From an optimization exercise on the open Yosys and OpenROAD flow, aimed at small area, a short achievable clock period and few clock cycles per item; shortcuts taken in it are not production practice. No functional check of the RTL was part of any run shown here. Power and IR drop assume default switching activity.

## flow/design.v (module list and top-level ports; edited modules follow where they fit)
// module multiplier: 1038 lines
// module mul_fa: 4 lines
// module mul_ha: 4 lines
module multiplier(
  output [63:0] prod,
  output busy,
  input [31:0] mc,
  input [31:0] mp,
  input clk,
  input rst,
  input start);
  // ...
==> flow/flow/run.sh <==
#!/bin/bash
# Layout flow: the standard flow (standard synthesis and ORFS steps), except
# that the port buffers inserted before global placement are buf_2 cells
# instead of the delay-cell buffers ORFS picks by default. Every input and
# output port still gets its own buffer.
set -euo pipefail
export BUFFER_PORTS_ARGS="-buffer_cell sky130_fd_sc_hd__buf_2"
bash standard.sh finish > standard_flow.log 2>&1
==> flow/standard.sh <==
#!/bin/bash
# synth_recipe.tcl (not shown) runs the flow's synth.tcl, then flattens the netlist and writes it again
# the make line also repeats each setting of config.mk as NAME=value (left out here)
make -C /OpenROAD-flow-scripts/flow DESIGN_CONFIG=/design/flow/config.mk WORK_HOME=/design/flow/orfs CLKGATE_MAP_FILE= SYNTH_SCRIPT=/design/flow/synth_recipe.tcl "${@:-finish}"
==> flow/config.mk <==
export PLATFORM = sky130hd
export DESIGN_NAME = multiplier
export DESIGN_NICKNAME = multiplier
export VERILOG_FILES = /design/flow/design.v
export SDC_FILE = /design/flow/constraint.sdc
export NUM_CORES = 4
export LEC_CHECK = 0
export ABC_AREA = 1
export CAP_MARGIN = 20
export CORE_MARGIN = 2
export CORE_UTILIZATION = 55
export CTS_BUF_LIST = sky130_fd_sc_hd__clkbuf_8
export SETUP_SLACK_MARGIN = 0.1
export SLEW_MARGIN = 20
export SYNTH_HIERARCHICAL = 1
export SYNTH_MINIMUM_KEEP_SIZE = 0
==> flow/constraint.sdc <==
create_clock -name core_clock -period 4.0 [get_ports {clk}]
set_input_delay 0.8000 -clock core_clock [delete_from_list [all_inputs] [get_ports {clk}]]
set_output_delay 0.8000 -clock core_clock [all_outputs]
set_load 0.01 [all_outputs]
==> impl.org, run 1 <==
** GRT
- After global routing the overflow that remains totals 0.
- In the global route stage, met2 resource usage came out at 0.478.
- The first global-routing pass estimated about 70 mm of wire.
- Entering global routing, the biggest net connects 90 pins.
- In the global route stage, met3 resource usage came out at 0.0676.

** Worst setup path
- In this run the critical register-to-register path is captured at S[7]$_DFFE_PP_.
- For the worst setup path, the data required time is 4260 ps.
- For the worst setup path, the data arrival time is 4140 ps.
- R2R setup slack :: 120 ps
- The critical path is of the reg -> reg type.

** Routing
- DRC violation count after routing :: 0
- Post-Route M1 WL :: 19.9 mm
- Detailed-route wire length :: between 40 and 50 mm

** Pwr
- Top power consumer group :: combinational cells
- For this design the static power due to leakage is between 9 and 10 nW.
- Relative contribution of sequential cells to total power :: 0.237
- Logic power comb :: 0.0109 W
- For this design the total switching power over the nets is around 0.0073 W.
- Share of total power in the clock network :: 0.084

** Clock network
- Worst-skew pair later-pin latency :: 510 ps
- Worst-path clk slew :: 100 ps
- Number of buffers added by the clock tree synthesis step :: 17

** STA
- Slew at the pin closest to its max-slew limit :: 620 ps
- Setup Skew :: 18.1 ps
- The total count of hold-check failures in the final report was 0.
- Number of slew-limit violations in the final report :: 0

** Floorplanning
- Initial standard-cell utilization of the core :: 0.556

** Yosys
- For this run, the number of Yosys warnings is 7.
- Mean instance size in the synthesized netlist :: 8.85 um2
- By area the synthesized netlist is led by sky130_fd_sc_hd__fa_1 24%, sky130_fd_sc_hd__edfxtp_1 19%, sky130_fd_sc_hd__xor2_1 11%.
- The share of synthesized area in the top cell type comes to 0.241.
- Dominant cell type by area after synthesis :: sky130_fd_sc_hd__fa_1
- Proportion of synthesized flip-flops having asynchronous set or reset :: 0

** Layout
- Final sequential cell count :: 162
- Count of non-CTS inverters in the layout :: 247
- 0 antenna diodes ended up in the layout.
- Total of fill cells in the finished design :: roughly 2400
- Dominant kind of cell :: multi-input gates
- In the final layout, flip-flops and latches occupy 4280 um2.

** Run status
- Status :: timing/DRC/antenna clean

** Placement
- Pre-CTS worst setup slack :: -118 ps

** Hold path
- Along the worst hold path, the cell count comes to 1.
==> run 2: changes to the inputs <==
--- a/flow/design.v
+++ b/flow/design.v
@@ -3,43 +3,46 @@
   output busy,
   input [31:0] mc,
   input [31:0] mp,
   input clk,
   input rst,
   input start);
 reg [31:0] M, S;
 reg [30:0] C;
-reg [19:0] Q;
+reg [23:0] Q;
 reg [11:0] Ls, Lc;
 reg t, cl, busy_r;
 reg [1:0] cnt;
-reg [5:0] d_one, d_two, d_neg;
+reg [1:0] r_one, r_two, r_neg;   
 wire fin = busy_r & (cnt == 2'd1);
 wire it = start | busy_r;
 wire dkeep = ~rst & (start | (busy_r & ~fin));   
 function [17:0] dec;
   input [12:0] b;
   integer k;
   reg [5:0] o, w, n;
   begin
     for (k = 0; k < 6; k = k + 1) begin
       o[k] = b[2*k+1] ^ b[2*k];
       w[k] = (b[2*k+2] ^ b[2*k+1]) & ~(b[2*k+1] ^ b[2*k]);
       n[k] = b[2*k+2];
     end
     dec = {n, w, o};
   end
 endfunction
-wire [17:0] dec0 = dec({{mp[7:0], 4'd0}, 1'b0});
-wire [17:0] decn = dec(busy_r ? Q[12:0] : {mp[19:7]});
+wire [17:0] dhi = dec({busy_r ? Q[8:0] : {mp[7:0], 1'd0}, 4'd0});
+wire [17:0] dlo = dec({8'd0, busy_r ? Q[12:8] : {mp[11:7]}});
+wire [5:0] d_one = {dhi[5:2], r_one};
+wire [5:0] d_two = {dhi[11:8], r_two};
+wire [5:0] d_neg = {dhi[17:14], r_neg};
 wire [31:0] Me = busy_r ? M : mc;
-wire [5:0] oe = busy_r ? d_one : dec0[5:0];
-wire [5:0] we = busy_r ? d_two : dec0[11:6];
-wire [5:0] ne = busy_r ? d_neg : dec0[17:12];
+wire [5:0] oe = d_one;
+wire [5:0] we = d_two;
+wire [5:0] ne = d_neg;
 wire [31:0] Se = S & {32{busy_r}};
 wire [30:0] Ce = C & {31{busy_r}};
 wire te = t | ~busy_r;
 wire [32:0] Mx = {Me[31], Me};
 wire [33:0] Mx2 = {Mx, 1'b0};
 wire [32:0] Mr = {M[31], M};
 wire [33:0] Mr2 = {Mr, 1'b0};
 wire [32:0] x0 = ({33{d_one[0]}} & Mr) | ({33{d_two[0]}} & Mr2[32:0]);
@@ -1014,32 +1017,33 @@
 wire [44:0] Tp = R0 ^ R1;
 wire [44:0] Tg = R0 & R1;
 always @(posedge clk) begin
   if (rst) busy_r <= 1'b0;
   else if (start) busy_r <= 1'b1;
   else if (fin) busy_r <= 1'b0;
   cnt <= start ? 2'd0 : cnt + 2'd1;
   M <= Me;
-  if (start) Q <= {7'd0, {mp[31:19]}};
-  else if (busy_r) Q <= {F[11:0], Q[19:12]};
-  d_one <= decn[5:0] & {{4{1'b1}}, {2{dkeep}}};
-  d_two <= decn[11:6] & {{4{1'b1}}, {2{dkeep}}};
-  d_neg <= decn[17:12] & {{4{1'b1}}, {2{dkeep}}};
+  if (start) Q <= {3'd0, {mp[31:11]}};
+  else if (busy_r) Q <= {F[11:0], Q[23:12]};
+  r_one <= dlo[1:0] & {2{dkeep}};
+  r_two <= dlo[7:6] & {2{dkeep}};
+  r_neg <= dlo[13:12] & {2{dkeep}};
   if (it) begin
     S <= Tp[43:12];
     C <= Tg[42:12];
     t <= Tp[44] | Tg[43];
     Ls <= Tp[11:0];
     Lc <= Tg[11:0];
     cl <= csh & busy_r;
   end
 end
 assign busy = busy_r;
-assign prod = {F, Q[19:0]};   
+wire [67:0] Pfull = {F, Q[23:0]};
+assign prod = Pfull[67:4];
 endmodule
 module mul_fa(input a, input b, input c, output s, output co);
   assign s = a ^ b ^ c;
   assign co = (a & b) | (c & (a ^ b));
 endmodule
 module mul_ha(input a, input b, output s, output co);
   assign s = a ^ b;
   assign co = a & b;
==> flow/config.mk (replaced) <==
export PLATFORM = sky130hd
export DESIGN_NAME = multiplier
export DESIGN_NICKNAME = multiplier
export VERILOG_FILES = /design/flow/design.v
export SDC_FILE = /design/flow/constraint.sdc
export NUM_CORES = 4
export LEC_CHECK = 0
export CAP_MARGIN = 20
export CORE_MARGIN = 2
export CORE_UTILIZATION = 50
export SETUP_SLACK_MARGIN = 0.1
export SLEW_MARGIN = 20
export SYNTH_HIERARCHICAL = 1
export SYNTH_MINIMUM_KEEP_SIZE = 0
==> run 2 against run 1 <==
Clock-buffer cell count decreased by 1. Non-clock buffer count increased by 100. Critical endpoint is now S[0]$_DFFE_PP_. Sequential share of layout area decreased by 1.8 points. Register-to-register slack about the same. Utilization decreased by 4.2 points. Still clean. Synthesized cell count decreased by 10%. Wire length increased by 19%.
==> impl.org, run 2 <==
** Routing
- Final ANT Viol Nets :: 0
- After the first detailed-routing iteration, the DRC count stood at ~1400.
- Dividing the detail-routed via count by the number of cells gives 6.28.
- DRC violation count after routing :: 0 (unchanged)
- Detailed-route wire length :: 53.4 mm (+19%)
- DR vias :: 13804
- After detailed routing, the average wire length per cell comes to 24.3 um.
- Before antenna repair, the detailed router went through 7 iterations.

** Layout
- The total of fill cells in the finished design is 2850 (+16%).
- Commonest cells after routing, fill and taps aside :: 163 x sky130_fd_sc_hd__fa_1, 146 x sky130_fd_sc_hd__buf_4, 131 x sky130_fd_sc_hd__buf_2, 129 x sky130_fd_sc_hd__xnor2_1, 121 x sky130_fd_sc_hd__o22ai_1
- Compared with the post-synthesis result, the final layout area differs by 17.7%.
- The largest registers in the layout are M: 32 flops, S: 32 flops, C: 31 flops.
- The antenna diode instance count is 0 (unchanged).
- Of the cells placed in the final design, the portion with a size suffix greater than 1 is 0.264.
- Final Instance Area :: 19500 um2
- Final Net Count :: 2059
- Leaving out fill and tap cells, the most frequent cell in the layout is sky130_fd_sc_hd__fa_1.

** Placement
- Area of placed instances :: ~18000 um2
- Final weighted congestion in routability-driven placement :: 0.960
- PortBufs :: 131
- Placed wire-length estimate after detailed placement :: about 40 mm

** Run status
- Status :: timing/DRC/antenna clean

** Yosys
- By area the synthesized netlist is led by sky130_fd_sc_hd__fa_1 23%, sky130_fd_sc_hd__edfxtp_1 20%, sky130_fd_sc_hd__xnor2_1 7.0%.
- The area share of the leading cell type in the synthesized netlist was 0.232 (-0.00926).
- Summing every instance area after synthesis gives between 15000 and 20000 um2.
- sky130_fd_sc_hd__fa_1 takes more of the synthesized area than any other cell.
- Of the synthesized area, sequential elements account for 0.253.
- Flops & latches, synth :: 154
- Count of yosys warnings during synthesis :: 7 (unchanged)
- The netlist uses 63 different library cells.
- The post-synthesis async set-or-reset flop share came to 0 (unchanged).
- Cell with the most instances after synthesis :: sky130_fd_sc_hd__fa_1
- Sorting the synthesized cells by how often they occur yields 192 x sky130_fd_sc_hd__fa_1, 132 x sky130_fd_sc_hd__xnor2_1, 124 x sky130_fd_sc_hd__o22ai_1.
- Synthesized instance count :: 1612
- EDFF count, synth :: 110
- Mean instance size in the synthesized netlist :: 10.3 um2 (+16%)
- Among all flip-flop cells after synthesis, the most frequent one is sky130_fd_sc_hd__edfxtp_1.

** Worst setup path
- CP Launch Type :: flop
- Critical path buffer and inverter count :: 3
- Critical path's slowest cell :: sky130_fd_sc_hd__fa_1
- STA classifies the critical path endpoint as a flop.
- Worst path most repeated cell :: sky130_fd_sc_hd__fa_1
- R2R setup slack :: 110 ps (about the same)
- Classification of the worst setup path :: reg -> reg
- CP Cell Sequence :: buf_12 > buf_12 > buf_12 > and2_1 > fa_1 > fa_1 > fa_2 > fa_1 > fa_1 > ha_1
- Delay of the slowest cell on the worst path :: 620 ps
- The arrival time of data at the critical path endpoint was 4090 ps (-50 ps).
- On the critical path the largest part of the delay comes from adder cells.
- Crit path required time :: 4200 ps (-60 ps)
- In this run the worst path has a maximum fanout of 7.

** Pwr
- Pwr/cell area :: between 800 and 900 nW/um2
- Worst supply voltage drop on vdd :: 799 uV
- The completed layout was analyzed and its total power is 0.0175 W.
- Pleak :: 7.59 nW (-19%)

** Floorplanning
- Count of standard-cell rows :: 66
- Total die area :: 34600 um2
- For this design the top-level I/O count stands at 132.
- From bottom edge to top edge, the die measures 186 um.
- Core Region :: 32500 um2
- The die is ~190 um wide.
- The initial cell density of the core was 0.509 (-0.0473).

** STA
- Fin Hold WS :: 418 ps
- Final clock period utilization by the worst path :: 0.973
- The smallest clock period supported by the final layout is computed as 3890 ps.
- Worst rel slew slack :: 0.476
- Slew at the pin closest to its max-slew limit :: 781 ps (+161 ps)
- The total count of hold-check failures in the final report is 0 (unchanged).
- Aggregate negative setup slack :: 0 ps
- Maximum achievable frequency :: 0.257 GHz
- The worst-case clock skew was 13.2 ps (-4.90 ps).
- Number of slew-limit violations in the final report :: 0 (unchanged)
- Number of setup violations in the final report :: 0
- Setup repair after global routing could not meet its margin everywhere.

** Hold path
- Hold Crit Class :: reg -> reg

** Clock network
- Root buffer cell :: sky130_fd_sc_hd__clkbuf_16
- CTS tree :: built
- The clock passes through at most 2 buffers.
- The clock tree synthesis step divided the H-tree into 4 levels.
- Worst-skew pair later-pin latency :: 450 ps (-60 ps)
- The clock transition at the registers of the reported paths is 70 ps (-30 ps).
- The number of buffers created by CTS is 17 (unchanged).
- Number of clock sinks :: 154

** GRT
- Vias in the first global route :: 13538
- Wire length of the first global-routing pass :: 80.0 mm (+14%)
- Across every metal layer, demand over resource in global routing totals 0.309.
- Antenna violations before repair :: 0
- Pin count of the biggest net entering global routing :: 73 (-19%)
- The aggregate global routing overflow was 0 (unchanged).

** Flow run
- The tool flagged a number of max-cap violations equal to 0.
[run 2: changes by cell type after synthesis, moves of 36 or more]
cell	before	now
sky130_fd_sc_hd__a22oi_1	1	62
sky130_fd_sc_hd__clkbuf_1	20	120
sky130_fd_sc_hd__o21ai_0	13	103
sky130_fd_sc_hd__inv_2	37	1
sky130_fd_sc_hd__o221ai_1	0	93
sky130_fd_sc_hd__mux2i_1	3	44
sky130_fd_sc_hd__a21oi_1	44	120
sky130_fd_sc_hd__xor2_1	207	15
sky130_fd_sc_hd__nand2_1	475	33
sky130_fd_sc_hd__nor2_1	63	27
sky130_fd_sc_hd__buf_4	13	64
sky130_fd_sc_hd__xnor2_1	11	132
sky130_fd_sc_hd__inv_1	209	59
sky130_fd_sc_hd__and2_1	1	66
[run 2: cell type report]
cell class / instances / area [um2] / area share
clock buffers: 17 / 425 / 0.0218
flip-flops and latches: 154 / 4200 / 0.215
inverters: 60 / 225 / 0.0116
repair buffers: 315 / 2470 / 0.127
clock inverters: 15 / 186 / 0.00957
well taps: 442 / 553 / 0.0284
multi-input cells: 1194 / 11400 / 0.587
[run 2: Yosys stat by module (local to each module, per instance)]
module,copies in the design,flops+latches,cells inside,cell area (um2)
mul_fa,192,0,1,20.0
multiplier,1,154,1413,12600
mul_ha,7,0,1,12.5
[run 2: kinds of logic (layout without fill, tap and decap cells)]
| kind of cell | count (synthesis) | after routing | share of synthesized area |
|---|---|---|---|
| simple gates | 169 | 169 | 0.0555 |
| buf+inv | 268 | 407 | 0.0759 |
| mux | 68 | 68 | 0.0429 |
| compound gates | 555 | 555 | 0.219 |
| flops | 154 | 154 | 0.253 |
| fa+ha+maj | 250 | 250 | 0.276 |
| xor+xnor | 147 | 147 | 0.0777 |
| other cells | 1 | 5 | 0.000226 |
[run 2: worst paths after layout]
kind,from,to,depth (start not counted)
worst max register to register,busy_r$_SDFFE_PP0P_,S[0]$_DFFE_PP_,10
worst min register to register,cnt[0]$_SDFF_PP0_,cnt[0]$_SDFF_PP0_,1
worst min-delay path,cnt[0]$_SDFF_PP0_,cnt[0]$_SDFF_PP0_,1
worst max-delay path,busy_r$_SDFFE_PP0P_,S[0]$_DFFE_PP_,10
[run 2: report_power, final]
group | internal, W | leakage [nW] | switching [W] | total [W]
sequential | 0.00331 | 1.50 | 0.000652 | 0.00396
combinational | 0.00539 | 5.79 | 0.00640 | 0.0118
clock | 0.000944 | 0.290 | 0.000763 | 0.00171
[run 2: routing by layer]
| metal | share of wire | GRT usage |
|---|---|---|
| met1 | 0.42 | 0.442 |
| met2 | 0.47 | 0.497 |
| met3 | 0.086 | 0.0458 |
| met4 | 0.022 | 0.0743 |
| met5 | 0 | 0 |
[run 2: per-stage QoR]
stage	setup slack (ps)	std cells	util
2_1_floorplan	64.6	1616	-
3_3_place_gp	-142	2145	0.565
3_5_place_dp	-146	2145	0.565
4_1_cts	122	2179	0.586
5_1_grt	60.3	2197	0.599
6_report	110	2197	0.599
[run 2: what timing repair did]
action	CTS	global route
cloned	0	5
buffers inserted	2	13
gates resized for setup	3	44
pin swaps	0	13
hold buffers	0	0
setup endpoints to repair	37	41
[run 2: worst reg2reg max path: stages, from the launching register on]
cell and delay, ps:
sky130_fd_sc_hd__dfxtp_4 400, sky130_fd_sc_hd__buf_12 170, sky130_fd_sc_hd__buf_12 130, sky130_fd_sc_hd__buf_12 120
sky130_fd_sc_hd__and2_1 180, sky130_fd_sc_hd__fa_1 620, sky130_fd_sc_hd__fa_1 450, sky130_fd_sc_hd__fa_2 360
sky130_fd_sc_hd__fa_1 510, sky130_fd_sc_hd__fa_1 420, sky130_fd_sc_hd__ha_1 280

-- what the ideal ports hide --
The results above use ideal ports. As a check the final layouts listed here were re-extracted and re-timed, cells and wires unchanged. Step 1 sets driving cells, clkbuf_16 on the clock port and buf_2 on the other inputs (assumed; they add their load-dependent delay and slew). Step 2 adds t to the input delays and takes it off the output delays; t is the mean of the earliest and latest rising clock arrival at the registers after step 1. Input paths then give back, and output paths get back, about the clock's delay inside the block. Slacks: ideal ports / drivers / drivers and shift; pairs: ideal ports / drivers.
| run | shift t [ns] | setup slack, ns | worst setup path at the end | worst slew at a driven data input, ns |
|---|---|---|---|---|
| run 1 | 0.552 | 0.122 / 0.122 / -0.127 | input to register | 0.05 |
| run 2 | 0.500 | 0.110 / 0.110 / -0.121 | input to register | 0.06 |
Met with ideal ports but missed after step 2: setup timing in run 1 and run 2. For run 1, which loses most, drivers alone change the setup slack by 0.000 ns; drivers and shift together by -0.249 ns.
